Context: an optimization exercise on an open-source flow, tuned for small area. The choices shown serve that exercise and are no tape-out recipe. At most, simulation tests tie the RTL to the original design; equivalence was not proved. For run 7, only the layout was checked, not whether the RTL still works. Power figures rest on the tool's default switching activity, not on a simulated workload.

## config.mk

```make
export PLATFORM = sky130hd
export DESIGN_NAME = missile_predictor_fpga
export DESIGN_NICKNAME = missile_predictor_fpga
export VERILOG_FILES = /design/flow/design.v
export SDC_FILE = /design/flow/constraint.sdc
export NUM_CORES = 4
export LEC_CHECK = 0
export CAP_MARGIN = 20
export CORE_MARGIN = 2
export CORE_UTILIZATION = 60
export CTS_BUF_LIST = sky130_fd_sc_hd__clkbuf_16
export CTS_CLUSTER_DIAMETER = 200
export CTS_CLUSTER_SIZE = 20
export SLEW_MARGIN = 20
```

## constraint.sdc

```tcl
create_clock -name core_clock -period 20.0 [get_ports {clk50mhz}]
set_input_delay 4.0000 -clock core_clock [delete_from_list [all_inputs] [get_ports {clk50mhz}]]
set_output_delay 4.0000 -clock core_clock [all_outputs]
set_load 0.01 [all_outputs]
```

## design.v

```verilog
module missile_predictor_fpga(
    input clk50mhz,
    input rst,
    input uart_rx,
    output reg servo_pwm_out_x,
    output reg servo_pwm_out_y
);
    reg [12:0] baud;
    reg [3:0]  bit_cnt;
    reg        byte_state;      
    reg        diff;            
    reg [7:0]  last_x;
    reg [7:0]  uart_y;
    wire rx_idle = bit_cnt[3] & bit_cnt[1];
    wire done    = rx_idle & ~bit_cnt[0];
    wire tick    = ~rx_idle & (&baud);
    wire shift   = tick & ~bit_cnt[3];
    always @(posedge clk50mhz) begin
        if (rx_idle)
            baud <= 13'h1b8b;
        else if (&baud)
            baud <= 13'h08ea;
        else
            baud <= {baud[11:0], baud[12] ^ baud[11] ^ baud[10] ^ baud[7]};
    end
    always @(posedge clk50mhz) begin
        if (rst)
            bit_cnt <= 4'd15;
        else if (rx_idle)
            bit_cnt <= uart_rx ? 4'd15 : 4'd0;
        else if (&baud)
            bit_cnt <= bit_cnt + 4'd1;
    end
    reg [4:0] cnt;
    wire x_done  = done & ~byte_state;
    wire cnt_hi  = cnt[4] & (cnt[3] | cnt[2]);           
    wire cnt_end = cnt[4] & cnt[3] & cnt[2] & cnt[1];    
    wire predict = x_done & cnt_end;
    wire pop     = x_done & diff & cnt_hi & ~cnt_end;
    wire win     = byte_state & ((bit_cnt == 4'd0) | (bit_cnt == 4'd15));
    wire old_bit = byte_state ? uart_y[0] : last_x[0];
    always @(posedge clk50mhz) begin
        if (rst) begin
            byte_state <= 1'b0;
            diff <= 1'b0;
            last_x <= 8'd128;
            uart_y <= 8'd128;
            cnt <= 5'd0;
        end else begin
            if (done)
                byte_state <= ~byte_state;
            if (shift)
                diff <= (diff & ~(byte_state & (bit_cnt[2:0] == 3'd0))) | (old_bit ^ uart_rx);
            if (shift & ~byte_state)
                last_x <= {uart_rx, last_x[7:1]};
            if (shift & byte_state)
                uart_y <= {uart_rx, uart_y[7:1]};
            if (x_done) begin
                if (cnt_end)
                    cnt <= {4'd0, diff};
                else if (cnt_hi | diff)
                    cnt <= cnt + 5'd1;
            end
        end
    end
    reg [7:0] ring [0:21];
    reg [3:0] slot;
    reg       slot_y;
    reg       pop_d;
    integer i;
    always @(posedge clk50mhz) begin
        if (rst) begin
            slot <= 4'd0;
            slot_y <= 1'b0;
            pop_d <= 1'b0;
        end else begin
            pop_d <= pop;
            if (!(pop | pop_d)) begin
                slot_y <= ~slot_y;
                if (slot_y)
                    slot <= (slot == 4'd10) ? 4'd0 : slot + 4'd1;
            end
        end
    end
    wire [7:0] newest = slot_y ? uart_y : last_x;
    wire wr = win & ({1'b0, slot} + 5'd1 == cnt);
    always @(posedge clk50mhz) begin
        for (i = 0; i < 21; i = i + 1)
            ring[i] <= ring[i+1];
        ring[21] <= wr ? newest : ring[0];
    end
    function [7:0] extrap(input [7:0] h19, input [7:0] h0);
        reg [8:0] d, v, p;
        begin
            d = {1'b0, h19} - {1'b0, h0};
            v = {{4{d[8]}}, d[8:4]};
            p = {1'b0, h19} + {v[5:0], 3'b000} + {v[7:0], 1'b0};
            extrap = p[7:0] & {8{~p[8]}};
        end
    endfunction
    wire [7:0] pred = extrap(newest, ring[0]);
    reg [7:0] pred_x, pred_y;
    always @(posedge clk50mhz) begin
        if (win & (slot == 4'd0) & ~slot_y)
            pred_x <= pred;
        if (win & (slot == 4'd0) & slot_y)
            pred_y <= pred;
    end
    reg [7:0] x_pos, y_pos;
    always @(posedge clk50mhz) begin
        if (rst) begin
            x_pos <= 8'd128;
            y_pos <= 8'd128;
        end else if (predict) begin
            x_pos <= pred_x;
            y_pos <= pred_y;
        end
    end
    reg [8:0]  pr;
    reg [11:0] pq;
    wire pr_end = &(pr | ~9'd293);
    wire pq_end = &(pq | ~12'd3316) & ~pq[8];
    wire pq_neg = &pq[11:8];
    always @(posedge clk50mhz) begin
        if (rst | (pq_end & pr_end)) begin
            pr <= 9'd188;
            pq <= 12'd4011;
        end else if (pr_end) begin
            pr <= 9'd0;
            pq <= pq + 12'd1;
        end else
            pr <= pr + 9'd1;
    end
    wire [8:0] ky = {1'b0, y_pos} + 9'd85;
    always @(posedge clk50mhz) begin
        if (rst) begin
            servo_pwm_out_x <= 1'b0;
            servo_pwm_out_y <= 1'b0;
        end else begin
            servo_pwm_out_x <= pq_neg | ({pq, pr >= 9'd198} < {4'b0000, x_pos, 1'b1});
            servo_pwm_out_y <= pq_neg | ({pq, pr >= 9'd208} < {3'b000, ky, 1'b1});
        end
    end
endmodule
```

## run.sh

```bash
#!/bin/bash
# synth_recipe.tcl (not shown) runs the flow's synth.tcl, then flattens the netlist and writes it again
# the make line also repeats each setting of config.mk as NAME=value (left out here)
make -C /OpenROAD-flow-scripts/flow DESIGN_CONFIG=/design/flow/config.mk WORK_HOME=/design/flow/orfs CLKGATE_MAP_FILE= SYNTH_SCRIPT=/design/flow/synth_recipe.tcl finish
```

==> results.txt, run 1 <==
Timing:
- The clock arrives with between 10 and 15 ps of skew.
- The pin slew with the least headroom to its limit is 809 ps.
- The number of slew-limit violations in the final report is 0.
- In this run the tightest slew margin relative to its limit is 45.9%.
- The number of hold violations in the final report came to 0.
- Setup repair after global routing left no endpoint under its margin.
- Setup violations remaining at the end of the flow were counted as 0.
- For this run, the top clock speed supported by timing is approximately 190 MHz.
- The worst path in the final design needs a cycle of 5330 ps, including I/O delays and setup.
- The worst path uses between 20% and 30% of the clock period.
- The summed negative setup slack over all endpoints is 0 ps.

Routing:
- The total length of routed wires is 14600 um.
- After the first detailed-routing iteration, the DRC count stood at between 200 and 250.
- In this run the remaining antenna-violating nets after routing total 0.
- The number of search-and-repair iterations in the first detailed-routing pass is 5.
- The average wire per cell in the routed design is about 15 um.
- After detailed routing, the number of remaining DRC violations is 0.
- The per-cell via count in the routed design is roughly 5.4.
- Detailed routing inserted a total of 5250 vias.

Finish:
- The final design instance area without fill is 9740 um2.
- The share of final-layout standard cells stronger than drive strength 1 is 6.15%.
- From synthesis to final layout, the design area changed by 7.51%.
- The count of cells in the finished layout, fillers not included, comes to 965.
- After the last flow step, the layout net total stands at 828.
- Measured on the finished design, the core utilization comes to 66.5%.
- The number of antenna diodes is 0.

Worst setup path:
- In this run the worst path has a maximum fanout of 1.
- Data arrives at the worst endpoint at roughly 1300 ps.
- The cell with the largest stage delay on the worst path is clkdlybuf4s50_1.
- The largest single stage delay on the critical path is 520 ps.
- The worst setup path is captured at an output port.
- The source of the critical timing path is servo_pwm_out_y.
- The start of the worst register-to-register path is slot_y.
- The number of buffers and inverters on the critical path is 1.
- At the worst endpoint, the required time is 16000 ps.
- The critical path is of the register to output port type.
- The cell class contributing the biggest share of worst-path delay is buffers and inverters.
- The sort of element at the start of the critical path is a register.
- Walking the worst path, the cells encountered are clkdlybuf4s50_1.

Power:
- VDD sags by at most 0.0882 mV.
- The leakage power figure is ~4 nW.
- The power per cell area is 94.9 nW/um2.

GRT:
- For this run, global-route usage on met2 was measured as 30.9%.
- The residual overflow from global routing is 0.
- The number of antenna violations at the first check in global routing is 0.
- The first global-routing pass estimated 25100 um of wire.
- For met1 alone, demand over resource in global routing was 26.2%.
- The via count of the first global-routing pass is between 5000 and 6000.
- Entering global routing, the biggest net connects 51 pins.
- For this run, the total global-route usage over all layers was measured as a little under a fifth.
- For met3 alone, demand over resource in global routing was 3.42%.
- The most used routing layer is met2.

Yosys:
- The number of nets in the synthesized netlist is 822.
- The synthesis warning total is 2.
- In this run the biggest area consumer among cell types represents 57.7% of the synthesized area.
- The largest total area in the synthesized netlist belongs to dfxtp_1.
- The share of synthesized flip-flops with an asynchronous set or reset is 0%.
- The total of flip-flops plus latches after synthesis is 277.
- The most instantiated flip-flop cell in the synthesis netlist is dfxtp_1.
- Summing every instance area after synthesis gives 9060 um2.
- By area the synthesized netlist is led by dfxtp_1 (58%), ha_1 (6.2%), edfxtp_1 (5.3%), mux2i_1 (3.2%), xor2_1 (2.6%).
- The number of enable flip-flop cells after synthesis is 16.
- Sequential cells were found to cover 63.0% of the synthesized design area.
- Counting distinct cell types in the post-synthesis netlist gives 64.
- Counting every instance in the synthesized netlist gives 771.
- The mean area per synthesized cell is 11.7 um2.

Die:
- 5 I/O pins were placed.
- The die area is 16100 um2.
- The die is 127 um wide.
- In this run the core area contains 44 standard-cell rows.
- Measured along the y axis, the die boundary spans 127 um.
- After floorplanning, the core was sized to cover about 15000 um2.
- Once the floorplan was initialized, standard cells occupied roughly three fifths of the core.

Run:
- The max-cap violation count is 0.

CTS:
- Clock tree synthesis selected as its root buffer the cell clkbuf_16.
- The clock tree from TritonCTS is yes.
- The number of H-tree levels is 1.
- The clock passes through at most 3 buffers.
- The number of clock buffers added by TritonCTS is 17.
- The buffers inserted during post-CTS setup optimization is 0.
- CTS saw approximately 280 sinks.
- Clock-pin slew was measured on the worst setup and hold paths at 90 ps.
- The clock network latency to the later pin of the worst-skew pair is 490 ps.
- The number of buffers inserted for hold repair after clock tree synthesis is 0.
- The number of gates resized after CTS was 0.

Min path:
- The worst hold path begins at ring[9][4].
- The worst hold path belongs to the class register to register.

Placement:
- The count of port buffers added during placement is 4.
- The post-place instance area is 9280 um2.
- The cell count after placement is 942.
- The half-perimeter wire length after placement is between 9000 and 10000 um.
- The final weighted congestion in routability-driven placement is roughly 0.82.

Status:
- The run finished with no timing, DRC or antenna violations.
state kept, by name, summed over array words and instances, names as in the netlist, 8 cells and up:
name and cells:
ring 176, baud 13, pq 12, pr 9
last_x 8, pred_x 8, pred_y 8, uart_y 8
x_pos 8, y_pos 8
path summary, 6_finish.rpt:
| check | to | slack, ps | depth (start not counted) |
|---|---|---|---|
| setup / recovery | servo_pwm_out_y | 14670 | 1 |
| hold / removal | ring[8][4] | 320 | 0 |
| setup reg to reg | pred_y[6] | 14830 | 15 |
| hold reg to reg | ring[8][4] | 320 | 0 |
synthesized netlist by cell type, drive strengths merged (4+ instances only):
cell type,count
nand2b,6
buf,8
xnor2,19
o21a,7
nand2,42
inv,45
o211ai,4
nor3,17
clkbuf,13
mux2i,30
and3,7
o21ai,32
or2,4
edfxtp,16
ha,45
and4,4
mux2,12
a21o,7
nor2b,5
dfxtp,261
nand3,11
a21oi,31
nand4,12
o31ai,4
nor4,4
xor2,27
nor2,47
power by group:
part / leakage [nW] / total [W] / internal (W) / switching [W]
combinational: 1.42 / 0.0000259 / 0.0000114 / 0.0000145
sequential: 2.26 / 0.000576 / 0.000567 / 0.00000820
clock: 0.239 / 0.000322 / 0.000154 / 0.000168
metrics by stage:
step                      hold slack [ps]  power [W]  worst slack, ps
final                                 323   0.000924            14670
after global routing                  324   0.000957            14510
after CTS                             324   0.000934            14660
after detailed placement              312   0.000614            14170
after global placement                311   0.000612            14200
after floorplan                       310   0.000606            15240
cells in the final DEF, fill, tap and decap left out, types with 4 or more instances in the layout:
master / count
and4_1: 4
inv_1: 49
edfxtp_1: 16
and3_1: 7
a21o_1: 7
mux2i_1: 29
xor2_1: 27
clkbuf_16: 17
nor2_1: 46
o31ai_1: 4
o21ai_0: 30
clkdlybuf4s50_1: 4
mux2_2: 12
xnor2_1: 19
nand2b_1: 6
o211ai_1: 4
nor3_1: 15
a21oi_1: 31
nand3_1: 11
o21a_1: 7
nor2b_1: 5
nand2_1: 42
ha_1: 45
nand4_1: 12
dfxtp_1: 261
per-layer routing:
| metal | up-vias | part of all wire (%) |
|---|---|---|
| met5 | - | 0 |
| met4 | 0 | 1.8 |
| met3 | 24 | 3.1 |
| met2 | 77 | 47 |
| met1 | 2507 | 48 |
| li1 | 2642 | - |
area by class of cell:
type	instances	area, um2
Clock buffer	17	425
Clock inverter	6	28.8
Fill cell	1059	4910
Inverter	46	173
Multi-Input combinational cell	427	3100
Sequential cell	277	5710
Tap cell	184	230
Timing Repair Buffer	8	73.8
logic make-up (layout without fill, tap and decap cells):
group,after synthesis,count (layout),synth area share (%)
flops,277,277,63.0
compound gates,115,115,8.16
xor+xnor,46,46,4.45
simple gates,176,176,9.82
buf+inv,67,77,2.85
fa+ha+maj,48,48,6.88
mux,42,42,4.85
==> run 2, diff against run 1 <==
--- a/config.mk
+++ b/config.mk
@@ -10,5 +10,5 @@
 export CORE_UTILIZATION = 60
 export CTS_BUF_LIST = sky130_fd_sc_hd__clkbuf_16
-export CTS_CLUSTER_DIAMETER = 200
-export CTS_CLUSTER_SIZE = 20
+export CTS_CLUSTER_DIAMETER = 100
+export CTS_CLUSTER_SIZE = 30
 export SLEW_MARGIN = 20
==> results.txt, run 2 <==
Finish:
- Highest-count cells in the layout ignoring fill and taps: dfxtp_1 (261), inv_1 (46), nor2_1 (46) (was dfxtp_1 (261), inv_1 (49), nor2_1 (46)).
- The count of filler cells inserted in the layout came to 1074 (was 1059).
- The growth of design area from synthesis to finish is 6.53% (was 7.51%).
- The area used by multi-input combinational logic is 3100 um2 (unchanged).
- Largest registers: ring (176), baud (13), pq (12) (unchanged).
- The number of antenna diodes is 0 (unchanged).
- The most common cell after layout, fill and taps aside is dfxtp_1 (unchanged).
- The area of all sequential standard cells is 5710 um2 (unchanged).
- The share of final-layout standard cells stronger than drive strength 1 was 5.93% (was 6.15%).
- The net total in the final layout is 824 (was 828).
- The register ranked first by flip-flop count was ring (unchanged).
- The number of standard cells in the layout, taps in and fillers out is 960 (was 965).
- The flip-flop count of the largest register, all copies and words added is 176 (unchanged).

CTS:
- The number of H-tree levels is 1 (unchanged).
- The number of buffers inserted for hold repair after clock tree synthesis is 0 (unchanged).
- The maximum clock path buffer count is 3 (unchanged).
- The CTS buffer count came to 13 (was 17).
- The number of sinks handled by clock tree synthesis is 277 (unchanged).
- The post-CTS resize count is 0 (unchanged).
- The clock tree from TritonCTS is yes (unchanged).
- The buffers inserted during post-CTS setup optimization came to 0 (unchanged).
- The clock network latency to the later pin of the worst-skew pair is 490 ps (about the same).
- The cell at the root of the clock tree is clkbuf_16 (unchanged).
- The clock-pin slew on the worst setup and hold paths is 110 ps (was 90 ps).

Worst setup path:
- The critical path data arrival time is 1330 ps (about the same).
- The critical path class is register to output port (unchanged).
- The cell class contributing the biggest share of worst-path delay is buffers and inverters (unchanged).
- The sort of element at the start of the critical path was a register (unchanged).
- The peak fanout along the critical path is 1 (unchanged).
- The delay contributed by the slowest stage of the critical path is 520 ps (about the same).
- The critical path required time came to 16000 ps (about the same).
- The critical path capture point type is an output port (unchanged).
- The cell with the largest stage delay on the worst path was clkdlybuf4s50_1 (unchanged).
- Ordered cell list for the critical path: clkdlybuf4s50_1 (unchanged).
- The number of buffers and inverters on the critical path was 1 (unchanged).

Placement:
- The half-perimeter wire length after placement came to 9550 um (unchanged).
- The count of port buffers added during placement was 4 (unchanged).
- The worst-case setup slack after placement is 14170 ps (unchanged).
- The cell count after placement was 942 (unchanged).
- The final weighted congestion in routability-driven placement came to 0.816 (unchanged).

Routing:
- The total DRC errors in the routed layout is 0 (unchanged).
- The number of design-rule violations left by the first detailed-router iteration is 258 (was 216).
- The total length of routed wires is 14200 um (was 14600 um).
- The total number of vias came to 5179 (was 5250).
- The average wire per cell in the routed design is 14.8 um (was 15.1 um).
- The number of search-and-repair iterations in the first detailed-routing pass came to 4 (was 5).
- The per-cell via count in the routed design is 5.39 (was 5.44).
- The final antenna-violating net count was 0 (unchanged).

Yosys:
- The area share of and/or/nand/nor cells after synthesis came to 9.82% (unchanged).
- The count of distinct cell types in the synthesized netlist is 64 (unchanged).
- The mean area per synthesized cell is 11.7 um2 (unchanged).
- The net count after synthesis is 822 (unchanged).
- The part of the Yosys area used for sequential elements is 63.0% (unchanged).
- The share of synthesized flip-flops with an asynchronous set or reset is 0% (unchanged).
- The cell type with the largest total area after synthesis is dfxtp_1 (unchanged).
- The total of flip-flops plus latches after synthesis is 277 (unchanged).
- The most instantiated flip-flop cell in the synthesis netlist was dfxtp_1 (unchanged).
- Ranking of synthesized cells by area: dfxtp_1 (58%), ha_1 (6.2%), edfxtp_1 (5.3%), mux2i_1 (3.2%), xor2_1 (2.6%) (unchanged).
- The number of enable flip-flop cells after synthesis was 16 (unchanged).
- Commonest cells post-synth: dfxtp_1 (261), nor2_1 (47), ha_1 (45), inv_1 (45), nand2_1 (42) (unchanged).
- The synthesis warning total was 2 (unchanged).
- The adder-cell share of the synthesized area is 6.88% (unchanged).
- The netlist area before placement is 9060 um2 (unchanged).
- The post-synthesis mux area share is 4.85% (unchanged).
- The most common cell in the synthesized netlist is dfxtp_1 (unchanged).
- The dominant combinational cell family by area after synthesis is simple AND/OR/NAND/NOR gates (unchanged).
- The fraction of the mapped netlist area in compound gates came to 8.16% (unchanged).
- The fraction of post-synthesis cell area in the top cell type by area is 57.7% (unchanged).
- The XOR/XNOR share of the synthesized area is 4.45% (unchanged).
- The post-synthesis cell count was 771 (unchanged).

GRT:
- The number of antenna violations at the first check in global routing is 0 (unchanged).
- The global-route wire length before repair is 24600 um (was 25100 um).
- The global-route usage over all layers is 18.3% (was 18.9%).
- The via count of the first global-routing pass came to 5199 (was 5269).
- The residual overflow from global routing is 0 (unchanged).
- The largest net degree at the start of global routing was 51 (unchanged).

Timing:
- The peak clock frequency supported by timing was 188 MHz (about the same).
- The final critical path time including I/O delays and setup is 5330 ps (about the same).
- The total of endpoints with negative setup slack in the final report is 0 (unchanged).
- The worst relative slew slack is 46.3% (was 45.9%).
- The number of slew-limit violations in the final report was 0 (unchanged).
- The summed negative setup slack over all endpoints is 0 ps (unchanged).
- The final worst setup slack is 14670 ps (about the same).
- Setup repair after global routing missed its margin: false (unchanged).
- The pin slew with the least headroom to its limit came to 803 ps (was 809 ps).
- The clock skew after layout is 28.7 ps (was 11.3 ps).
- The number of hold violations in the final report is 0 (unchanged).
- The fraction of the cycle the final worst path needs is 26.7% (was 26.6%).
- The worst hold slack came to 316 ps (was 323 ps).

Power:
- The total chip power is 0.000887 W (was 0.000924 W).
- The peak supply drop is 0.0979 mV (was 0.0882 mV).
- The leakage power figure came to 3.86 nW (was 3.92 nW).
- The power per cell area is 92.0 nW/um2 (was 94.9 nW/um2).

Die:
- The site row count is 44 (unchanged).
- The count of boundary I/O pins is 5 (unchanged).
- The starting density of the core is 61.9% (unchanged).
- The die area is 16100 um2 (unchanged).
- The die height is 127 um (unchanged).
- The floorplan die width came to 127 um (unchanged).
- The placeable core region is 14600 um2 (unchanged).

Run:
- The max-cap violation count is 0 (unchanged).

Min path:
- The path category of the worst min-delay check is register to register (unchanged).

Status:
- Run status: finished clean (unchanged).
-- run 2: cell counts after synthesis --
No cell type changed its count.
-- run 2: layout make-up --
class / instances / share of cell area [%]
Clock inverter: 5 / 0.415
Multi-Input combinational cell: 427 / 32.1
Timing Repair Buffer: 8 / 0.765
Tap cell: 184 / 2.39
Sequential cell: 277 / 59.1
Clock buffer: 13 / 3.37
Inverter: 46 / 1.79
-- run 2: cells by family (layout without fill, tap and decap cells) --
group | after synthesis | count (layout)
xor gates and xnor gates | 46 | 46
buffers and inverters | 67 | 72
and+or+nand+nor | 176 | 176
AOI/OAI and AO/OA | 115 | 115
muxes | 42 | 42
DFF | 277 | 277
adders and majority gates | 48 | 48
-- run 2: metrics by stage --
step	utilization, %	cell area, um2
finish	65.9	9650
global route	65.9	9650
CTS	65.9	9650
detailed placement	63.4	9280
global placement	63.3	9270
floorplan	-	9060
-- run 2: final timing paths --
check             slack, ps  cells after the start              end             from
setup / recovery      14670                      1  servo_pwm_out_y  servo_pwm_out_y
setup reg to reg      14790                     15        pred_y[6]           slot_y
hold / removal          320                      0       ring[8][7]       ring[9][7]
hold reg to reg         320                      0       ring[8][7]       ring[9][7]
-- run 2: routing by layer --
metal | global-route usage, % | part of all wire, % | wire (um) | up-vias
li1 | - | - | - | 2643
met3 | 2.40 | 2.8 | 397 | 20
met5 | 0 | 0 | 0 | -
met1 | 26.1 | 49 | 6970 | 2459
met4 | 4.78 | 1.7 | 243 | 0
met2 | 29.8 | 46 | 6590 | 57
-- run 2: where the power goes --
group          total (W)  leakage [nW]  switching (W)  internal (W)
combinational  0.0000259          1.42      0.0000145     0.0000114
clock           0.000286         0.186       0.000163      0.000123
sequential      0.000576          2.26     0.00000827      0.000568
total           0.000887          3.86       0.000186      0.000702
==> run 3, diff against run 2 <==
--- a/config.mk
+++ b/config.mk
@@ -8,7 +8,7 @@
 export CAP_MARGIN = 20
 export CORE_MARGIN = 2
-export CORE_UTILIZATION = 60
+export CORE_UTILIZATION = 70
 export CTS_BUF_LIST = sky130_fd_sc_hd__clkbuf_16
-export CTS_CLUSTER_DIAMETER = 100
-export CTS_CLUSTER_SIZE = 30
+export CTS_CLUSTER_DIAMETER = 80
+export CTS_CLUSTER_SIZE = 35
 export SLEW_MARGIN = 20
==> results.txt, run 3 <==
Power:
- The peak supply drop is 0.105 mV (was 0.0979 mV).
- The total chip power is 0.000892 W (was 0.000887 W).
- The power per cell area is 92.6 nW/um2 (was 92.0 nW/um2).
- The leakage power figure was 3.86 nW (about the same).

Finish:
- The register ranked first by flip-flop count is ring (unchanged).
- The most common cell after layout, fill and taps aside is dfxtp_1 (unchanged).
- The share of final-layout standard cells stronger than drive strength 1 came to 5.68% (was 5.93%).
- Highest-count cells in the layout ignoring fill and taps: dfxtp_1 (261), inv_1 (47), nor2_1 (46) (was dfxtp_1 (261), inv_1 (46), nor2_1 (46)).
- The number of standard cells in the layout, taps in and fillers out was 946 (was 960).
- The final design instance area without fill is 9640 um2 (was 9650 um2).
- The net total in the final layout is 820 (was 824).
- The number of antenna diodes was 0 (unchanged).
- The flip-flop count of the largest register, all copies and words added was 176 (unchanged).
- The count of filler cells inserted in the layout was 819 (was 1074).
- Largest registers: ring (176), baud (13), pq (12) (unchanged).
- The growth of design area from synthesis to finish is 6.38% (was 6.53%).

Placement:
- The final weighted congestion in routability-driven placement is 0.828 (was 0.816).
- The count of port buffers added during placement came to 4 (unchanged).
- The cell count after placement is 927 (was 942).
- The post-place instance area is 9250 um2 (was 9280 um2).
- The half-perimeter wire length after placement came to 9970 um (was 9550 um).

Worst setup path:
- The cell repeated most along the worst path is ha_1.
- The critical path capture point type is a register (was output port).
- The delay contributed by the slowest stage of the critical path is 670 ps (was 520 ps).
- The reg-to-reg critical path endpoint is pred_y[6] (unchanged).
- The cell class contributing the biggest share of worst-path delay was compound AO/OA/AOI/OAI gates (was buffers and inverters).
- The source of the critical timing path is slot_y (was servo_pwm_out_y).
- The critical path required time is 20300 ps (was 16000 ps).
- The critical path data arrival time is 5680 ps (was 1330 ps).
- The critical path class is register to register (was register to output port).
- The cell with the largest stage delay on the worst path was dfxtp_1 (was clkdlybuf4s50_1).
- The register-to-register setup slack is 14620 ps (was 14790 ps).
- The start of the worst register-to-register path is slot_y (unchanged).
- The peak fanout along the critical path is 12 (was 1).
- Ordered cell list for the critical path: mux2_2 -> ha_1 -> o21ai_0 -> a21oi_1 -> o211ai_1 -> or4b_2 -> o311a_1 -> fa_1 -> inv_1 -> ha_1 -> o21a_1 -> o31a_1 -> o22ai_1 -> or3_1 -> a221oi_2 (was clkdlybuf4s50_1).
- The timing endpoint of the critical path was pred_y[6] (was servo_pwm_out_y).
- The sort of element at the start of the critical path is a register (unchanged).
- The worst-case reg-to-reg path depth was 15 (unchanged).
- The total stage count of the critical path is 15 (was 1).
- The number of buffers and inverters on the critical path is 1 (unchanged).

Yosys:
- Commonest cells post-synth: dfxtp_1 (261), nor2_1 (47), ha_1 (45), inv_1 (45), nand2_1 (42) (unchanged).
- The cell type with the largest total area after synthesis is dfxtp_1 (unchanged).
- The netlist area before placement came to 9060 um2 (unchanged).
- The post-synthesis cell count is 771 (unchanged).
- The share of synthesized flip-flops with an asynchronous set or reset came to 0% (unchanged).
- The fraction of post-synthesis cell area in the top cell type by area is 57.7% (unchanged).
- The number of enable flip-flop cells after synthesis is 16 (unchanged).
- The synthesis warning total is 2 (unchanged).
- The most common cell in the synthesized netlist is dfxtp_1 (unchanged).
- Ranking of synthesized cells by area: dfxtp_1 (58%), ha_1 (6.2%), edfxtp_1 (5.3%), mux2i_1 (3.2%), xor2_1 (2.6%) (unchanged).
- The most instantiated flip-flop cell in the synthesis netlist is dfxtp_1 (unchanged).
- The count of distinct cell types in the synthesized netlist is 64 (unchanged).
- The total of flip-flops plus latches after synthesis is 277 (unchanged).
- The net count after synthesis was 822 (unchanged).
- The mean area per synthesized cell is 11.7 um2 (unchanged).
- The part of the Yosys area used for sequential elements is 63.0% (unchanged).

Status:
- Run status: finished clean (unchanged).

Die:
- The floorplan die width was 118 um (was 127 um).
- The die height is 118 um (was 127 um).
- The starting density of the core is 71.8% (was 61.9%).
- The count of boundary I/O pins is 5 (unchanged).
- The die area is 13900 um2 (was 16100 um2).
- The site row count came to 41 (was 44).
- The placeable core region is 12600 um2 (was 14600 um2).

GRT:
- The largest net degree at the start of global routing is 51 (unchanged).
- The number of antenna violations at the first check in global routing is 0 (unchanged).
- The via count of the first global-routing pass is 5311 (was 5199).
- The residual overflow from global routing is 0 (unchanged).
- The global-route usage over all layers was 22.4% (was 18.3%).
- The global-route wire length before repair is 25800 um (was 24600 um).

Routing:
- The total number of vias is 5285 (was 5179).
- The total DRC errors in the routed layout is 0 (unchanged).
- The total length of routed wires is 15200 um (was 14200 um).
- The number of search-and-repair iterations in the first detailed-routing pass came to 4 (unchanged).
- The average wire per cell in the routed design is 16.1 um (was 14.8 um).
- The final antenna-violating net count is 0 (unchanged).
- The per-cell via count in the routed design is 5.59 (was 5.39).
- The number of design-rule violations left by the first detailed-router iteration is 380 (was 258).

Timing:
- The summed negative setup slack over all endpoints came to 0 ps (unchanged).
- The peak clock frequency supported by timing is 186 MHz (was 188 MHz).
- The number of slew-limit violations in the final report is 0 (unchanged).
- The worst hold slack is 323 ps (was 316 ps).
- The clock skew after layout is 12.1 ps (was 28.7 ps).
- The total of endpoints with negative setup slack in the final report is 0 (unchanged).
- Setup repair after global routing missed its margin: false (unchanged).
- The final critical path time including I/O delays and setup is 5380 ps (was 5330 ps).
- The pin slew with the least headroom to its limit came to 896 ps (was 803 ps).
- The fraction of the cycle the final worst path needs came to 26.9% (was 26.7%).
- The worst relative slew slack is 39.8% (was 46.3%).
- The number of hold violations in the final report is 0 (unchanged).

CTS:
- The clock-pin slew on the worst setup and hold paths is 120 ps (was 110 ps).
- The number of buffers inserted for hold repair after clock tree synthesis is 0 (unchanged).
- The cell at the root of the clock tree is clkbuf_16 (unchanged).
- The clock tree from TritonCTS was yes (unchanged).
- The clock network latency to the later pin of the worst-skew pair is 470 ps (was 490 ps).
- The number of H-tree levels is 1 (unchanged).
- The number of sinks handled by clock tree synthesis is 277 (unchanged).
- The CTS buffer count was 12 (was 13).
- The post-CTS resize count came to 0 (unchanged).
- The maximum clock path buffer count is 3 (unchanged).
- The buffers inserted during post-CTS setup optimization is 0 (unchanged).

Min path:
- The path category of the worst min-delay check is register to register (unchanged).

Run:
- The max-cap violation count is 0 (unchanged).
run 3: cell counts after synthesis:
No cell type changed its count.
run 3: layout make-up:
cell class              instances  area, um2  share of cell area, %
inverters                      46        173                   1.79
multi-input cells             427       3110                   32.3
clock inverters                 6       57.6                  0.597
repair buffers                  5       47.5                  0.493
clock buffers                  13        325                   3.38
well taps                     172        215                   2.23
flip-flops and latches        277       5710                   59.2
run 3: kinds of logic (layout without fill, tap and decap cells):
group	Yosys count	after routing	share of synthesized area, %
buffers and inverters	67	70	2.85
and+or+nand+nor	176	176	9.82
AOI/OAI and AO/OA	115	115	8.16
muxes	42	42	4.85
DFF	277	277	63.0
adders and majority gates	48	48	6.88
xor gates and xnor gates	46	46	4.45
run 3: per-stage QoR:
stage | worst slack, ps | utilization (%)
floorplan | 15240 | -
global placement | 14260 | 73.2
detailed placement | 14220 | 73.3
CTS | 14650 | 76.3
global route | 14390 | 76.4
finish | 14620 | 76.4
run 3: worst min path at each step:
| stage | startpoint | end | slack [ps] | depth (start not counted) |
|---|---|---|---|---|
| finish | ring[3][7] | ring[2][7] | 320 | 0 |
| global route | ring[5][7] | ring[4][7] | 330 | 0 |
| CTS | ring[3][7] | ring[2][7] | 330 | 0 |
| detailed placement | ring[11][0] | ring[10][0] | 310 | 0 |
| global placement | ring[10][4] | ring[9][4] | 310 | 0 |
| floorplan | ring[1][0] | ring[0][0] | 310 | 0 |
run 3: layer usage:
layer | part of all wire, % | vias to the layer above | GRT usage (%)
met1 | 46 | 2520 | 29.3
li1 | - | 2636 | -
met5 | 0 | - | 0
met2 | 48 | 94 | 38.7
met4 | 2.7 | 0 | 7.30
met3 | 3.1 | 35 | 3.15
run 3: where the power goes:
part	total [W]	internal (W)	switching, W
clock network	0.000289	0.000124	0.000165
registers	0.000577	0.000568	0.00000875
logic	0.0000262	0.0000113	0.0000149
==> run 4, diff against run 3 <==
==> flow/run.sh (new file) <==
#!/bin/bash
set -euo pipefail
export CTS_ARGS="-sink_clustering_enable -repair_clock_nets -sink_clustering_size 30 -sink_clustering_max_diameter 80 -buf_list sky130_fd_sc_hd__clkbuf_16 -dont_use_dummy_load"
bash standard.sh > orfs_flow.log 2>&1
==> standard.sh (new file) <==
#!/bin/bash
# synth_recipe.tcl (not shown) runs the flow's synth.tcl, then flattens the netlist and writes it again
# the make line also repeats each setting of config.mk as NAME=value (left out here)
make -C /OpenROAD-flow-scripts/flow DESIGN_CONFIG=/design/flow/config.mk WORK_HOME=/design/flow/orfs CLKGATE_MAP_FILE= SYNTH_SCRIPT=/design/flow/synth_recipe.tcl "${@:-finish}"
--- a/config.mk
+++ b/config.mk
@@ -9,6 +9,3 @@
 export CORE_MARGIN = 2
 export CORE_UTILIZATION = 70
-export CTS_BUF_LIST = sky130_fd_sc_hd__clkbuf_16
-export CTS_CLUSTER_DIAMETER = 80
-export CTS_CLUSTER_SIZE = 35
 export SLEW_MARGIN = 20
removed: run.sh
==> results.txt, run 4 <==
Finish:
- The most common cell after layout, fill and taps aside was dfxtp_1 (unchanged).
- The growth of design area from synthesis to finish is 5.75% (was 6.38%).
- The count of filler cells inserted in the layout came to 821 (was 819).
- The net total in the final layout is 821 (was 820).
- The area of all sequential standard cells is 5710 um2 (unchanged).
- Largest registers: ring (176), baud (13), pq (12) (unchanged).
- The share of final-layout standard cells stronger than drive strength 1 is 5.21% (was 5.68%).
- The register ranked first by flip-flop count is ring (unchanged).
- The final design instance area without fill was 9580 um2 (was 9640 um2).
- The number of standard cells in the layout, taps in and fillers out is 940 (was 946).
- The flip-flop count of the largest register, all copies and words added came to 176 (unchanged).
- Highest-count cells in the layout ignoring fill and taps: dfxtp_1 (261), nor2_1 (46), inv_1 (45), ha_1 (45), nand2_1 (42) (was dfxtp_1 (261), inv_1 (47), nor2_1 (46)).
- The number of antenna diodes is 0 (unchanged).
- The area used by multi-input combinational logic is 3110 um2 (unchanged).

Yosys:
- The most instantiated flip-flop cell in the synthesis netlist is dfxtp_1 (unchanged).
- The adder-cell share of the synthesized area is 6.88% (unchanged).
- The dominant combinational cell family by area after synthesis is simple AND/OR/NAND/NOR gates (unchanged).
- The share of synthesized flip-flops with an asynchronous set or reset is 0% (unchanged).
- The cell type with the largest total area after synthesis is dfxtp_1 (unchanged).
- The fraction of post-synthesis cell area in the top cell type by area is 57.7% (unchanged).
- The count of distinct cell types in the synthesized netlist was 64 (unchanged).
- The fraction of the mapped netlist area in compound gates is 8.16% (unchanged).
- The XOR/XNOR share of the synthesized area came to 4.45% (unchanged).
- Ranking of synthesized cells by area: dfxtp_1 (58%), ha_1 (6.2%), edfxtp_1 (5.3%), mux2i_1 (3.2%), xor2_1 (2.6%) (unchanged).
- The total of flip-flops plus latches after synthesis is 277 (unchanged).
- The net count after synthesis is 822 (unchanged).
- The part of the Yosys area used for sequential elements is 63.0% (unchanged).
- The synthesis warning total is 2 (unchanged).
- The post-synthesis cell count is 771 (unchanged).
- The post-synthesis mux area share is 4.85% (unchanged).
- The netlist area before placement came to 9060 um2 (unchanged).
- The area share of and/or/nand/nor cells after synthesis was 9.82% (unchanged).
- The number of enable flip-flop cells after synthesis came to 16 (unchanged).
- The mean area per synthesized cell is 11.7 um2 (unchanged).
- Commonest cells post-synth: dfxtp_1 (261), nor2_1 (47), ha_1 (45), inv_1 (45), nand2_1 (42) (unchanged).
- The most common cell in the synthesized netlist is dfxtp_1 (unchanged).

Placement:
- The post-place instance area came to 9250 um2 (unchanged).
- The cell count after placement is 927 (unchanged).
- The half-perimeter wire length after placement was 9970 um (unchanged).
- The count of port buffers added during placement came to 4 (unchanged).
- The final weighted congestion in routability-driven placement was 0.828 (unchanged).

Routing:
- The number of search-and-repair iterations in the first detailed-routing pass is 4 (unchanged).
- The total DRC errors in the routed layout came to 0 (unchanged).
- The total number of vias was 5330 (was 5285).
- The number of design-rule violations left by the first detailed-router iteration was 385 (was 380).
- The per-cell via count in the routed design was 5.67 (was 5.59).
- The final antenna-violating net count came to 0 (unchanged).
- The average wire per cell in the routed design is 16.5 um (was 16.1 um).
- The total length of routed wires is 15500 um (was 15200 um).

CTS:
- The buffers inserted during post-CTS setup optimization is 0 (unchanged).
- The clock tree from TritonCTS was yes (unchanged).
- The post-CTS resize count is 0 (unchanged).
- The maximum clock path buffer count came to 3 (unchanged).
- The number of buffers inserted for hold repair after clock tree synthesis was 0 (unchanged).
- The CTS buffer count is 13 (was 12).
- The cell at the root of the clock tree is clkbuf_16 (unchanged).
- The clock-pin slew on the worst setup and hold paths is 110 ps (was 120 ps).
- The clock network latency to the later pin of the worst-skew pair was 470 ps (about the same).
- The number of H-tree levels is 1 (unchanged).
- The number of sinks handled by clock tree synthesis was 277 (unchanged).

Die:
- The count of boundary I/O pins is 5 (unchanged).
- The die height is 118 um (unchanged).
- The site row count was 41 (unchanged).
- The placeable core region is 12600 um2 (unchanged).
- The floorplan die width came to 118 um (unchanged).
- The starting density of the core is 71.8% (unchanged).
- The die area is 13900 um2 (unchanged).

GRT:
- The via count of the first global-routing pass is 5265 (was 5311).
- The number of antenna violations at the first check in global routing is 0 (unchanged).
- The global-route wire length before repair is 26000 um (was 25800 um).
- The largest net degree at the start of global routing came to 51 (unchanged).
- The residual overflow from global routing came to 0 (unchanged).
- The global-route usage over all layers was 22.8% (was 22.4%).

Worst setup path:
- The critical path required time is 20290 ps (was 20300 ps).
- The peak fanout along the critical path is 12 (unchanged).
- The critical path capture point type is a register (unchanged).
- The critical path class is register to register (unchanged).
- The critical path data arrival time was 5680 ps (about the same).
- The sort of element at the start of the critical path is a register (unchanged).

Timing:
- The number of slew-limit violations in the final report was 0 (unchanged).
- The worst relative slew slack is 40.3% (was 39.8%).
- The total of endpoints with negative setup slack in the final report is 0 (unchanged).
- The summed negative setup slack over all endpoints is 0 ps (unchanged).
- The fraction of the cycle the final worst path needs is 26.9% (about the same).
- Setup repair after global routing missed its margin: false (unchanged).
- The number of hold violations in the final report is 0 (unchanged).
- The pin slew with the least headroom to its limit is 889 ps (was 896 ps).
- The peak clock frequency supported by timing is 186 MHz (about the same).
- The final critical path time including I/O delays and setup was 5380 ps (about the same).
- The clock skew after layout is 39.3 ps (was 12.1 ps).

Power:
- The leakage power figure is 3.82 nW (was 3.86 nW).
- The peak supply drop is 0.101 mV (was 0.105 mV).
- The power per cell area is 91.5 nW/um2 (was 92.6 nW/um2).

Run:
- The max-cap violation count came to 0 (unchanged).

Status:
- Run status: finished clean (unchanged).

Min path:
- The path category of the worst min-delay check is register to register (unchanged).
-- run 4: cell counts after synthesis --
No cell type changed its count.
-- run 4: area by class of cell --
type | instances | share of cell area (%)
multi-input combinational | 427 | 32.5
clock buffer | 13 | 3.40
tap | 172 | 2.25
inverter | 46 | 1.80
sequential | 277 | 59.6
timing repair buffer | 5 | 0.496
-- run 4: cell families after synthesis --
| family | Yosys count |
|---|---|
| xor+xnor | 46 |
| mux | 42 |
| simple gates | 176 |
| flops | 277 |
| fa+ha+maj | 48 |
| compound gates | 115 |
| buf+inv | 67 |
-- run 4: critical path, stage by stage (launching register included) --
cell and delay (ps):
dfxtp_1 690, mux2_2 470, ha_1 280, o21ai_0 330, a21oi_1 120, o211ai_1 380, or4b_2 640, o311a_1 170
fa_1 520, inv_1 40, ha_1 340, o21a_1 140, o31a_1 170, o22ai_1 100, or3_1 470, a221oi_2 330
-- run 4: routing by layer --
metal / global-route usage, % / vias up / share of wire (%) / wire length [um]
met5: 0 / - / 0 / 0
met4: 6.17 / 0 / 2.2 / 336
met1: 29.9 / 2574 / 46 / 7120
met2: 39.8 / 96 / 49 / 7560
met3: 3.10 / 31 / 3.1 / 478
li1: - / 2629 / - / -
-- run 4: power breakdown --
group	switching [W]	total (W)	internal, W
Clock	0.000156	0.000274	0.000118
Sequential	0.00000890	0.000577	0.000568
Combinational	0.0000149	0.0000262	0.0000113
-- run 4: final timing paths --
check | from | endpoint | slack [ps] | depth (start not counted)
worst min-delay path | ring[5][7] | ring[4][7] | 290 | 0
worst max-delay path | slot_y | pred_x[6] | 14620 | 15
worst min register to register | ring[5][7] | ring[4][7] | 290 | 0
worst max register to register | slot_y | pred_x[6] | 14620 | 15
-- run 4: metrics by stage --
step / hold slack (ps) / setup WS [ps] / util (%) / power (W)
after floorplan: 310 / 15240 / - / 0.000606
after global placement: 310 / 14260 / 73.2 / 0.000612
after detailed placement: 312 / 14220 / 73.3 / 0.000614
after CTS: 294 / 14650 / 75.9 / 0.000881
after global routing: 292 / 14400 / 75.9 / 0.000902
final: 287 / 14620 / 75.9 / 0.000877
==> run 5, diff against run 4 <==
==> flow/run.sh (replaced) <==
#!/bin/bash
set -euo pipefail
export CTS_ARGS="-sink_clustering_enable -repair_clock_nets -sink_clustering_size 30 -sink_clustering_max_diameter 80 -buf_list {sky130_fd_sc_hd__clkbuf_8 sky130_fd_sc_hd__clkbuf_16} -dont_use_dummy_load"
bash standard.sh > orfs_flow.log 2>&1
==> results.txt, run 5 <==
Finish:
- The growth of design area from synthesis to finish came to 5.75% (unchanged).
- The most common cell after layout, fill and taps aside was dfxtp_1 (unchanged).
- The flip-flop count of the largest register, all copies and words added was 176 (unchanged).
- The net total in the final layout is 821 (unchanged).
- The number of antenna diodes is 0 (unchanged).
- Largest registers: ring (176), baud (13), pq (12) (unchanged).
- Highest-count cells in the layout ignoring fill and taps: dfxtp_1 (261), nor2_1 (46), inv_1 (45), ha_1 (45), nand2_1 (42) (unchanged).
- The count of filler cells inserted in the layout came to 821 (unchanged).
- The share of final-layout standard cells stronger than drive strength 1 is 5.21% (unchanged).
- The register ranked first by flip-flop count is ring (unchanged).

Yosys:
- The number of enable flip-flop cells after synthesis is 16 (unchanged).
- The post-synthesis cell count is 771 (unchanged).
- The mean area per synthesized cell is 11.7 um2 (unchanged).
- The dominant combinational cell family by area after synthesis is simple AND/OR/NAND/NOR gates (unchanged).
- Commonest cells post-synth: dfxtp_1 (261), nor2_1 (47), ha_1 (45), inv_1 (45), nand2_1 (42) (unchanged).
- The netlist area before placement is 9060 um2 (unchanged).
- The net count after synthesis is 822 (unchanged).
- The total of flip-flops plus latches after synthesis is 277 (unchanged).
- The cell type with the largest total area after synthesis is dfxtp_1 (unchanged).
- The part of the Yosys area used for sequential elements is 63.0% (unchanged).
- The count of distinct cell types in the synthesized netlist was 64 (unchanged).
- The area share of and/or/nand/nor cells after synthesis is 9.82% (unchanged).
- Ranking of synthesized cells by area: dfxtp_1 (58%), ha_1 (6.2%), edfxtp_1 (5.3%), mux2i_1 (3.2%), xor2_1 (2.6%) (unchanged).
- The adder-cell share of the synthesized area came to 6.88% (unchanged).
- The share of synthesized flip-flops with an asynchronous set or reset is 0% (unchanged).
- The post-synthesis mux area share came to 4.85% (unchanged).
- The most instantiated flip-flop cell in the synthesis netlist is dfxtp_1 (unchanged).
- The synthesis warning total is 2 (unchanged).
- The fraction of the mapped netlist area in compound gates came to 8.16% (unchanged).
- The most common cell in the synthesized netlist is dfxtp_1 (unchanged).
- The fraction of post-synthesis cell area in the top cell type by area is 57.7% (unchanged).
- The XOR/XNOR share of the synthesized area is 4.45% (unchanged).

GRT:
- The global-route usage over all layers is 22.8% (unchanged).
- The via count of the first global-routing pass was 5265 (unchanged).
- The residual overflow from global routing is 0 (unchanged).
- The largest net degree at the start of global routing is 51 (unchanged).
- The number of antenna violations at the first check in global routing was 0 (unchanged).
- The global-route wire length before repair was 26000 um (unchanged).

Die:
- The placeable core region is 12600 um2 (unchanged).
- The die height is 118 um (unchanged).
- The die area is 13900 um2 (unchanged).
- The site row count came to 41 (unchanged).
- The floorplan die width is 118 um (unchanged).
- The starting density of the core was 71.8% (unchanged).
- The count of boundary I/O pins is 5 (unchanged).

CTS:
- The clock network latency to the later pin of the worst-skew pair came to 470 ps (about the same).
- The number of buffers inserted for hold repair after clock tree synthesis is 0 (unchanged).
- The number of H-tree levels is 1 (unchanged).
- The clock-pin slew on the worst setup and hold paths is 110 ps (about the same).
- The number of sinks handled by clock tree synthesis is 277 (unchanged).
- The clock tree from TritonCTS is yes (unchanged).
- The CTS buffer count was 13 (unchanged).
- The cell at the root of the clock tree is clkbuf_16 (unchanged).
- The buffers inserted during post-CTS setup optimization is 0 (unchanged).
- The maximum clock path buffer count is 3 (unchanged).
- The post-CTS resize count is 0 (unchanged).

Worst setup path:
- The delay contributed by the slowest stage of the critical path is 690 ps (about the same).
- The total stage count of the critical path is 15 (unchanged).
- The peak fanout along the critical path is 12 (unchanged).
- The cell repeated most along the worst path is ha_1 (unchanged).
- The critical path required time is 20290 ps (about the same).
- The number of buffers and inverters on the critical path is 1 (unchanged).
- The worst-case reg-to-reg path depth is 15 (unchanged).
- The critical path data arrival time is 5680 ps (about the same).
- The cell class contributing the biggest share of worst-path delay was compound AO/OA/AOI/OAI gates (unchanged).
- The critical path capture point type is a register (unchanged).
- Ordered cell list for the critical path: mux2_2 -> ha_1 -> o21ai_0 -> a21oi_1 -> o211ai_1 -> or4b_2 -> o311a_1 -> fa_1 -> inv_1 -> ha_1 -> o21a_1 -> o31a_1 -> o22ai_1 -> or3_1 -> a221oi_2 (unchanged).
- The cell with the largest stage delay on the worst path is dfxtp_1 (unchanged).
- The critical path class is register to register (unchanged).
- The sort of element at the start of the critical path is a register (unchanged).

Routing:
- The number of design-rule violations left by the first detailed-router iteration came to 385 (unchanged).
- The total length of routed wires is 15500 um (unchanged).
- The per-cell via count in the routed design is 5.67 (unchanged).
- The total DRC errors in the routed layout is 0 (unchanged).
- The average wire per cell in the routed design was 16.5 um (unchanged).
- The number of search-and-repair iterations in the first detailed-routing pass is 4 (unchanged).
- The total number of vias is 5330 (unchanged).
- The final antenna-violating net count was 0 (unchanged).

Placement:
- The half-perimeter wire length after placement came to 9970 um (unchanged).
- The final weighted congestion in routability-driven placement was 0.828 (unchanged).
- The count of port buffers added during placement is 4 (unchanged).
- The worst-case setup slack after placement is 14220 ps (unchanged).

Timing:
- The pin slew with the least headroom to its limit is 889 ps (unchanged).
- The final critical path time including I/O delays and setup is 5380 ps (unchanged).
- The fraction of the cycle the final worst path needs is 26.9% (unchanged).
- The peak clock frequency supported by timing came to 186 MHz (unchanged).
- The clock skew after layout is 39.3 ps (unchanged).
- The number of hold violations in the final report is 0 (unchanged).
- The final worst setup slack is 14620 ps (unchanged).
- The number of slew-limit violations in the final report was 0 (unchanged).
- The worst relative slew slack is 40.3% (unchanged).
- Setup repair after global routing missed its margin: false (unchanged).
- The total of endpoints with negative setup slack in the final report is 0 (unchanged).
- The summed negative setup slack over all endpoints is 0 ps (unchanged).

Status:
- Run status: finished clean (unchanged).

Min path:
- The path category of the worst min-delay check is register to register (unchanged).
- The worst hold path cell count came to 0 (unchanged).

Run:
- The max-cap violation count is 0 (unchanged).

Power:
- The leakage power figure is 3.82 nW (unchanged).
- The peak supply drop is 0.101 mV (unchanged).
- The power per cell area came to 91.5 nW/um2 (unchanged).
[run 5: cell counts after synthesis]
No cell type changed its count.
[run 5: worst register-to-register path: cells and delay by family, from the launching register on]
kind	cells	cell delay (ps)
adder cells (fa/ha/maj)	3	1140
AO/OA/AOI/OAI	8	1740
multiplexers	1	470
buffers and inverters	1	40
AND/OR/NAND/NOR	2	1110
flip-flops	1	690
[run 5: where the power goes]
| group | switching, W | internal, W | leakage, nW | total [W] |
|---|---|---|---|---|
| Sequential | 0.00000890 | 0.000568 | 2.26 | 0.000577 |
| Combinational | 0.0000149 | 0.0000113 | 1.41 | 0.0000262 |
| Clock | 0.000156 | 0.000118 | 0.160 | 0.000274 |
| Total | 0.000180 | 0.000697 | 3.82 | 0.000877 |
[run 5: final timing paths]
check / from / endpoint / slack [ps]
worst max-delay path: slot_y / pred_x[6] / 14620
worst min-delay path: ring[5][7] / ring[4][7] / 290
worst max register to register: slot_y / pred_x[6] / 14620
worst min register to register: ring[5][7] / ring[4][7] / 290
[run 5: per-layer routing]
metal / global-route usage [%] / wire (um) / vias to the layer above
met5: 0 / 0 / -
met4: 6.17 / 336 / 0
met3: 3.10 / 478 / 31
met2: 39.8 / 7560 / 96
met1: 29.9 / 7120 / 2574
li1: - / - / 2629
[run 5: final cells by class]
type	count	area, um2	area share (%)
Sequential cell	277	5710	59.6
Multi-Input combinational cell	427	3110	32.5
Clock buffer	13	325	3.40
Tap cell	172	215	2.25
Inverter	46	173	1.80
Timing Repair Buffer	5	47.5	0.496
[run 5: stage by stage]
stage          util (%)  power, W  instances  hold slack [ps]  area (um2)
4_1_cts            75.9  0.000881        940              294        9570
2_1_floorplan         -  0.000606        771              310        9060
5_1_grt            75.9  0.000902        940              292        9580
3_3_place_gp       73.2  0.000612        927              310        9240
3_5_place_dp       73.3  0.000614        927              312        9250
6_report           75.9  0.000877        940              287        9580
[run 5: logic make-up after synthesis]
family	after synthesis
xor+xnor	46
fa+ha+maj	48
simple gates	176
flops	277
mux	42
compound gates	115
buf+inv	67
==> run 6, diff against run 5 <==
==> run.sh (new file) <==
#!/bin/bash
# synth_recipe.tcl (not shown) runs the flow's synth.tcl, then flattens the netlist and writes it again
# the make line also repeats each setting of config.mk as NAME=value (left out here)
make -C /OpenROAD-flow-scripts/flow DESIGN_CONFIG=/design/flow/config.mk WORK_HOME=/design/flow/orfs CLKGATE_MAP_FILE= SYNTH_SCRIPT=/design/flow/synth_recipe.tcl finish
--- a/config.mk
+++ b/config.mk
@@ -9,3 +9,6 @@
 export CORE_MARGIN = 2
 export CORE_UTILIZATION = 70
+export CTS_BUF_LIST = sky130_fd_sc_hd__clkbuf_8 sky130_fd_sc_hd__clkbuf_16
+export CTS_CLUSTER_DIAMETER = 80
+export CTS_CLUSTER_SIZE = 30
 export SLEW_MARGIN = 20
removed: flow/run.sh
removed: standard.sh
==> results.txt, run 6 <==
Status:
- Run status: finished clean (unchanged).

CTS:
- The buffers inserted during post-CTS setup optimization was 0 (unchanged).
- The post-CTS resize count was 0 (unchanged).
- The number of H-tree levels is 1 (unchanged).
- The CTS buffer count was 13 (unchanged).
- The number of sinks handled by clock tree synthesis came to 277 (unchanged).
- The clock network latency to the later pin of the worst-skew pair is 470 ps (about the same).
- The clock-pin slew on the worst setup and hold paths is 110 ps (about the same).
- The number of buffers inserted for hold repair after clock tree synthesis is 0 (unchanged).
- The clock tree from TritonCTS is yes (unchanged).
- The cell at the root of the clock tree is clkbuf_16 (unchanged).
- The maximum clock path buffer count is 3 (unchanged).

Yosys:
- The netlist area before placement is 9060 um2 (unchanged).
- The number of enable flip-flop cells after synthesis is 16 (unchanged).
- Ranking of synthesized cells by area: dfxtp_1 (58%), ha_1 (6.2%), edfxtp_1 (5.3%), mux2i_1 (3.2%), xor2_1 (2.6%) (unchanged).
- The most instantiated flip-flop cell in the synthesis netlist was dfxtp_1 (unchanged).
- The most common cell in the synthesized netlist is dfxtp_1 (unchanged).
- The mean area per synthesized cell is 11.7 um2 (unchanged).
- Commonest cells post-synth: dfxtp_1 (261), nor2_1 (47), ha_1 (45), inv_1 (45), nand2_1 (42) (unchanged).
- The net count after synthesis is 822 (unchanged).
- The synthesis warning total is 2 (unchanged).
- The fraction of post-synthesis cell area in the top cell type by area was 57.7% (unchanged).
- The share of synthesized flip-flops with an asynchronous set or reset came to 0% (unchanged).
- The count of distinct cell types in the synthesized netlist came to 64 (unchanged).
- The post-synthesis cell count came to 771 (unchanged).
- The cell type with the largest total area after synthesis is dfxtp_1 (unchanged).
- The part of the Yosys area used for sequential elements was 63.0% (unchanged).
- The total of flip-flops plus latches after synthesis came to 277 (unchanged).

Finish:
- Highest-count cells in the layout ignoring fill and taps: dfxtp_1 (261), inv_1 (48), nor2_1 (46) (was dfxtp_1 (261), nor2_1 (46), inv_1 (45), ha_1 (45), nand2_1 (42)).
- The net total in the final layout came to 821 (unchanged).
- The share of final-layout standard cells stronger than drive strength 1 is 5.56% (was 5.21%).
- The flip-flop count of the largest register, all copies and words added came to 176 (unchanged).
- The final design instance area without fill is 9620 um2 (was 9580 um2).
- The area of all sequential standard cells is 5710 um2 (unchanged).
- The count of filler cells inserted in the layout is 807 (was 821).
- Largest registers: ring (176), baud (13), pq (12) (unchanged).
- The area used by multi-input combinational logic is 3110 um2 (unchanged).
- The number of antenna diodes came to 0 (unchanged).
- The register ranked first by flip-flop count is ring (unchanged).
- The most common cell after layout, fill and taps aside is dfxtp_1 (unchanged).
- The growth of design area from synthesis to finish is 6.20% (was 5.75%).

GRT:
- The via count of the first global-routing pass is 5312 (was 5265).
- The largest net degree at the start of global routing is 51 (unchanged).
- The number of antenna violations at the first check in global routing is 0 (unchanged).
- The residual overflow from global routing was 0 (unchanged).
- The global-route usage over all layers was 23.0% (was 22.8%).
- The global-route wire length before repair is 26300 um (was 26000 um).

Power:
- The clock group share of total power was 32.1% (was 31.2%).
- The peak supply drop is 0.101 mV (about the same).
- The share of total power in sequential cells is 64.9% (was 65.8%).
- The total chip power was 0.000888 W (was 0.000877 W).
- The leakage power figure is 3.85 nW (was 3.82 nW).
- The switching share of power is 21.1% (was 20.5%).
- The power per cell area was 92.3 nW/um2 (was 91.5 nW/um2).
- The power spent charging and discharging nets is 0.000187 W (was 0.000180 W).
- The share of total power in combinational logic is 3.0% (about the same).
- The internal power is 0.000701 W (was 0.000697 W).

Die:
- The die height is 118 um (unchanged).
- The starting density of the core is 71.8% (unchanged).
- The count of boundary I/O pins was 5 (unchanged).
- The die area is 13900 um2 (unchanged).
- The floorplan die width is 118 um (unchanged).
- The placeable core region is 12600 um2 (unchanged).
- The site row count was 41 (unchanged).

Routing:
- The total number of vias is 5308 (was 5330).
- The number of search-and-repair iterations in the first detailed-routing pass was 4 (unchanged).
- The per-cell via count in the routed design is 5.61 (was 5.67).
- The final antenna-violating net count is 0 (unchanged).
- The number of design-rule violations left by the first detailed-router iteration was 382 (was 385).
- The total length of routed wires came to 15500 um (about the same).
- The average wire per cell in the routed design was 16.4 um (was 16.5 um).
- The total DRC errors in the routed layout is 0 (unchanged).

Worst setup path:
- The peak fanout along the critical path came to 12 (unchanged).
- The critical path required time is 20300 ps (was 20290 ps).
- The delay contributed by the slowest stage of the critical path is 690 ps (about the same).
- The source of the critical timing path is slot_y (unchanged).
- The start of the worst register-to-register path is slot_y (unchanged).
- The sort of element at the start of the critical path is a register (unchanged).
- The cell with the largest stage delay on the worst path is dfxtp_1 (unchanged).
- The cell repeated most along the worst path was ha_1 (unchanged).
- The critical path class is register to register (unchanged).
- The critical path capture point type is a register (unchanged).
- The critical path data arrival time is 5700 ps (was 5680 ps).
- Ordered cell list for the critical path: mux2_2 -> ha_1 -> o21ai_0 -> a21oi_1 -> o211ai_1 -> or4b_2 -> o311a_1 -> fa_1 -> inv_1 -> ha_1 -> nor2b_1 -> o31a_1 -> o22ai_1 -> or3_1 -> a221oi_2 (was mux2_2 -> ha_1 -> o21ai_0 -> a21oi_1 -> o211ai_1 -> or4b_2 -> o311a_1 -> fa_1 -> inv_1 -> ha_1 -> o21a_1 -> o31a_1 -> o22ai_1 -> or3_1 -> a221oi_2).

Placement:
- The count of port buffers added during placement is 4 (unchanged).
- The half-perimeter wire length after placement is 9970 um (unchanged).
- The post-place instance area is 9250 um2 (unchanged).
- The worst-case setup slack after placement is 14220 ps (unchanged).
- The final weighted congestion in routability-driven placement is 0.828 (unchanged).

Timing:
- The peak clock frequency supported by timing is 185 MHz (was 186 MHz).
- The fraction of the cycle the final worst path needs is 27.0% (was 26.9%).
- Setup repair after global routing missed its margin: false (unchanged).
- The clock skew after layout is 21.5 ps (was 39.3 ps).
- The number of hold violations in the final report is 0 (unchanged).
- The final critical path time including I/O delays and setup came to 5400 ps (was 5380 ps).
- The final worst setup slack is 14600 ps (was 14620 ps).
- The worst relative slew slack is 40.4% (was 40.3%).
- The total of endpoints with negative setup slack in the final report is 0 (unchanged).
- The number of slew-limit violations in the final report is 0 (unchanged).
- The summed negative setup slack over all endpoints is 0 ps (unchanged).
- The pin slew with the least headroom to its limit was 886 ps (was 889 ps).

Run:
- The max-cap violation count is 0 (unchanged).

Min path:
- The launch point of the worst hold path was ring[5][7] (unchanged).
- The path category of the worst min-delay check is register to register (unchanged).
==> run 6: critical path: cells and delay by family (launching register included) <==
family          cells  cell delay [ps]
compound gates      7             1630
fa+ha+maj           3             1100
buf+inv             1               40
flops               1              690
mux                 1              480
simple gates        3             1290
==> run 6: power by group through the flow <==
stage	sequential (W)	clock (W)	combinational [W]
after CTS	0.000576	0.000290	0.0000262
after global routing	0.000578	0.000308	0.0000294
after detailed placement	0.000589	0	0.0000258
after floorplan	0.000585	0	0.0000211
final	0.000577	0.000285	0.0000264
after global placement	0.000588	0	0.0000242
==> run 6: area by class of cell <==
class                           instances  area share [%]
Clock buffer                           13            3.38
Clock inverter                          6           0.429
Tap cell                              172            2.24
Multi-Input combinational cell        427            32.3
Timing Repair Buffer                    5           0.494
Sequential cell                       277            59.3
Inverter                               46            1.80
==> run 6: final timing paths <==
| check | to | slack, ps | depth (start not counted) |
|---|---|---|---|
| setup / recovery | pred_x[6] | 14600 | 15 |
| hold / removal | ring[4][7] | 310 | 0 |
| setup reg to reg | pred_x[6] | 14600 | 15 |
| hold reg to reg | ring[4][7] | 310 | 0 |
==> run 6: logic make-up (layout without fill, tap and decap cells) <==
logic type | count (synthesis) | count (layout) | share of synthesized area (%)
flip-flops | 277 | 277 | 63.0
AND/OR/NAND/NOR | 176 | 176 | 9.82
AO/OA/AOI/OAI | 115 | 115 | 8.16
buffers and inverters | 67 | 70 | 2.85
adder cells (fa/ha/maj) | 48 | 48 | 6.88
XOR/XNOR | 46 | 46 | 4.45
multiplexers | 42 | 42 | 4.85
==> run 6: stage by stage <==
step	cells	utilization, %	hold WS (ps)
4_1_cts	946	76.2	316
5_1_grt	946	76.2	313
3_3_place_gp	927	73.2	310
3_5_place_dp	927	73.3	312
2_1_floorplan	771	-	310
6_report	946	76.2	310
==> run 6: routing by layer <==
layer  part of all wire (%)  vias up  global-route usage [%]  routed length, um
li1                       -     2632                       -                  -
met1                     45     2554                    29.9               6970
met2                     50       94                    40.6               7690
met3                    3.2       28                    2.91                491
met4                    2.3        0                    6.33                361
met5                      0        -                       0                  0
==> run 7, diff against run 6 <==
--- a/design.v
+++ b/design.v
@@ -123,7 +123,7 @@
     wire pq_neg = &pq[11:8];
     always @(posedge clk50mhz) begin
-        if (rst | (pq_end & pr_end)) begin
-            pr <= 9'd188;
-            pq <= 12'd4011;
+        if (rst | (pq_end & (pr == 9'd95))) begin
+            pr <= 9'd284;
+            pq <= 12'd4010;
         end else if (pr_end) begin
             pr <= 9'd0;
@@ -138,6 +138,6 @@
             servo_pwm_out_y <= 1'b0;
         end else begin
-            servo_pwm_out_x <= pq_neg | ({pq, pr >= 9'd198} < {4'b0000, x_pos, 1'b1});
-            servo_pwm_out_y <= pq_neg | ({pq, pr >= 9'd208} < {3'b000, ky, 1'b1});
+            servo_pwm_out_x <= pq_neg | (pq < {4'b0000, x_pos});
+            servo_pwm_out_y <= pq_neg | ({pq, pr >= 9'd10} < {3'b000, ky, 1'b1});
         end
     end
==> flow/run.sh (new file) <==
#!/bin/bash
set -euo pipefail
export CTS_ARGS="-sink_clustering_enable -repair_clock_nets -sink_clustering_size 20 -sink_clustering_max_diameter 60 -buf_list {sky130_fd_sc_hd__clkbuf_8 sky130_fd_sc_hd__clkbuf_16} -sink_clustering_buffer sky130_fd_sc_hd__clkbuf_8 -dont_use_dummy_load"
bash standard.sh > orfs_flow.log 2>&1
==> standard.sh (new file) <==
#!/bin/bash
# synth_recipe.tcl (not shown) runs the flow's synth.tcl, then flattens the netlist and writes it again
# the make line also repeats each setting of config.mk as NAME=value (left out here)
make -C /OpenROAD-flow-scripts/flow DESIGN_CONFIG=/design/flow/config.mk WORK_HOME=/design/flow/orfs CLKGATE_MAP_FILE= SYNTH_SCRIPT=/design/flow/synth_recipe.tcl "${@:-finish}"
--- a/config.mk
+++ b/config.mk
@@ -9,6 +9,3 @@
 export CORE_MARGIN = 2
 export CORE_UTILIZATION = 70
-export CTS_BUF_LIST = sky130_fd_sc_hd__clkbuf_8 sky130_fd_sc_hd__clkbuf_16
-export CTS_CLUSTER_DIAMETER = 80
-export CTS_CLUSTER_SIZE = 30
 export SLEW_MARGIN = 20
removed: run.sh
==> results.txt, run 7 <==
Status:
- Run status: finished clean (unchanged).

CTS:
- The cell at the root of the clock tree is clkbuf_16 (unchanged).
- The clock-pin slew on the worst setup and hold paths is 120 ps (was 110 ps).
- The number of H-tree levels came to 1 (unchanged).
- The number of sinks handled by clock tree synthesis is 277 (unchanged).
- The maximum clock path buffer count is 3 (unchanged).
- The number of buffers inserted for hold repair after clock tree synthesis came to 0 (unchanged).

Min path:
- The worst hold path cell count came to 0 (unchanged).
- The destination of the worst hold path is ring[9][6] (was ring[4][7]).
- The launch point of the worst hold path is ring[10][6] (was ring[5][7]).

Finish:
- The final design instance area without fill was 9500 um2 (was 9620 um2).
- The flip-flop count of the largest register, all copies and words added is 176 (unchanged).
- The number of standard cells in the layout, taps in and fillers out is 948 (was 946).
- The growth of design area from synthesis to finish is 5.30% (was 6.20%).
- Highest-count cells in the layout ignoring fill and taps: dfxtp_1 (261), nor2_1 (56), inv_1 (45) (was dfxtp_1 (261), inv_1 (48), nor2_1 (46)).
- The net total in the final layout is 828 (was 821).

GRT:
- The global-route wire length before repair is 24400 um (was 26300 um).
- The global-route usage over all layers came to 21.2% (was 23.0%).
- The residual overflow from global routing is 0 (unchanged).
- The largest net degree at the start of global routing came to 54 (was 51).
- The number of antenna violations at the first check in global routing is 0 (unchanged).

Power:
- The leakage power figure came to 3.80 nW (was 3.85 nW).
- The power per cell area came to 89.3 nW/um2 (was 92.3 nW/um2).

Die:
- The starting density of the core came to 71.5% (was 71.8%).
- The placeable core region is 12600 um2 (unchanged).

Worst setup path:
- The critical path class is register to register (unchanged).
- The peak fanout along the critical path is 14 (was 12).
- The reg-to-reg critical path endpoint is pred_x[6] (unchanged).
- The cell repeated most along the worst path is ha_1 (unchanged).
- Ordered cell list for the critical path: mux2_2 -> ha_1 -> o21ai_0 -> a22o_1 -> nor2_1 -> a311oi_1 -> xor2_1 -> ha_1 -> ha_1 -> o21a_1 -> o31a_1 -> o21a_1 -> or3_1 -> a221oi_1 (was mux2_2 -> ha_1 -> o21ai_0 -> a21oi_1 -> o211ai_1 -> or4b_2 -> o311a_1 -> fa_1 -> inv_1 -> ha_1 -> nor2b_1 -> o31a_1 -> o22ai_1 -> or3_1 -> a221oi_2).
- The critical path required time is 20230 ps (was 20300 ps).
- The cell with the largest stage delay on the worst path was dfxtp_1 (unchanged).
- The cell class contributing the biggest share of worst-path delay is compound AO/OA/AOI/OAI gates (unchanged).
- The sort of element at the start of the critical path is a register (unchanged).

Yosys:
- The most common cell in the synthesized netlist is dfxtp_1 (unchanged).
- The most instantiated flip-flop cell in the synthesis netlist is dfxtp_1 (unchanged).
- The total of flip-flops plus latches after synthesis is 277 (unchanged).
- The part of the Yosys area used for sequential elements was 63.2% (was 63.0%).
- The cell type with the largest total area after synthesis is dfxtp_1 (unchanged).
- The netlist area before placement is 9020 um2 (was 9060 um2).

Timing:
- The number of slew-limit violations in the final report was 0 (unchanged).
- The summed negative setup slack over all endpoints is 0 ps (unchanged).
- The clock skew after layout was 78.1 ps (was 21.5 ps).

Routing:
- The final antenna-violating net count came to 0 (unchanged).
- The per-cell via count in the routed design is 5.46 (was 5.61).
- The total number of vias was 5172 (was 5308).

Placement:
- The final weighted congestion in routability-driven placement is 0.873 (was 0.828).
- The cell count after placement is 930 (was 927).
- The half-perimeter wire length after placement is 9760 um (was 9970 um).
[run 7: cell count changes after synthesis, moves of 7 or more]
cell	delta
nand2_1	-7
a21oi_1	+9
nor2_1	+9
clkbuf_1	+9
o21ai_0	-9
nand3_1	+7
[run 7: layout make-up]
type | count | area [um2]
multi-input combinational | 429 | 3070
clock buffer | 18 | 282
inverter | 45 | 169
timing repair buffer | 7 | 62.6
sequential | 277 | 5710
tap | 172 | 215
fill | 857 | 3120
[run 7: how the worst max path moves through the flow]
stage            from        end  slack, ps
3_3_place_gp      rst      pr[7]      13840
5_1_grt        slot_y  pred_x[6]      14330
4_1_cts        slot_y  pred_x[6]      14630
6_report       slot_y  pred_x[6]      14610
3_5_place_dp      rst      pr[5]      14160
2_1_floorplan     rst      pr[3]      14990
[run 7: kinds of logic after synthesis]
logic type                 Yosys count  share of synthesized area, %
AOI/OAI and AO/OA                  114                          8.11
xor gates and xnor gates            43                          4.17
adders and majority gates           47                          6.77
buffers and inverters               68                          2.84
DFF                                277                          63.2
muxes                               40                          4.60
and+or+nand+nor                    185                          10.2
[run 7: report_power, final]
part	switching, W	internal [W]
Combinational	0.0000149	0.0000117
Sequential	0.00000836	0.000568
Clock	0.000150	0.0000952
[run 7: through the flow]
stage / power [W] / setup slack (ps) / hold slack, ps
after floorplan: 0.000607 / 14990 / 310
after global placement: 0.000613 / 13840 / 312
after detailed placement: 0.000615 / 14160 / 312
after CTS: 0.000856 / 14630 / 305
after global routing: 0.000879 / 14330 / 311
final: 0.000848 / 14610 / 304
[run 7: worst reg2reg max path: cells and delay by family (launching register included)]
kind / cells / cell delay [ps]
xor gates and xnor gates: 1 / 170
AOI/OAI and AO/OA: 7 / 2310
muxes: 1 / 470
adders and majority gates: 3 / 980
and+or+nand+nor: 2 / 500
DFF: 1 / 750
[run 7: routing by layer]
metal	GRT usage (%)	up-vias	part of all wire [%]
met2	35.5	71	46
met3	3.15	19	3.2
met4	5.87	0	2.2
li1	-	2625	-
met1	29.0	2457	49
met5	0	-	0
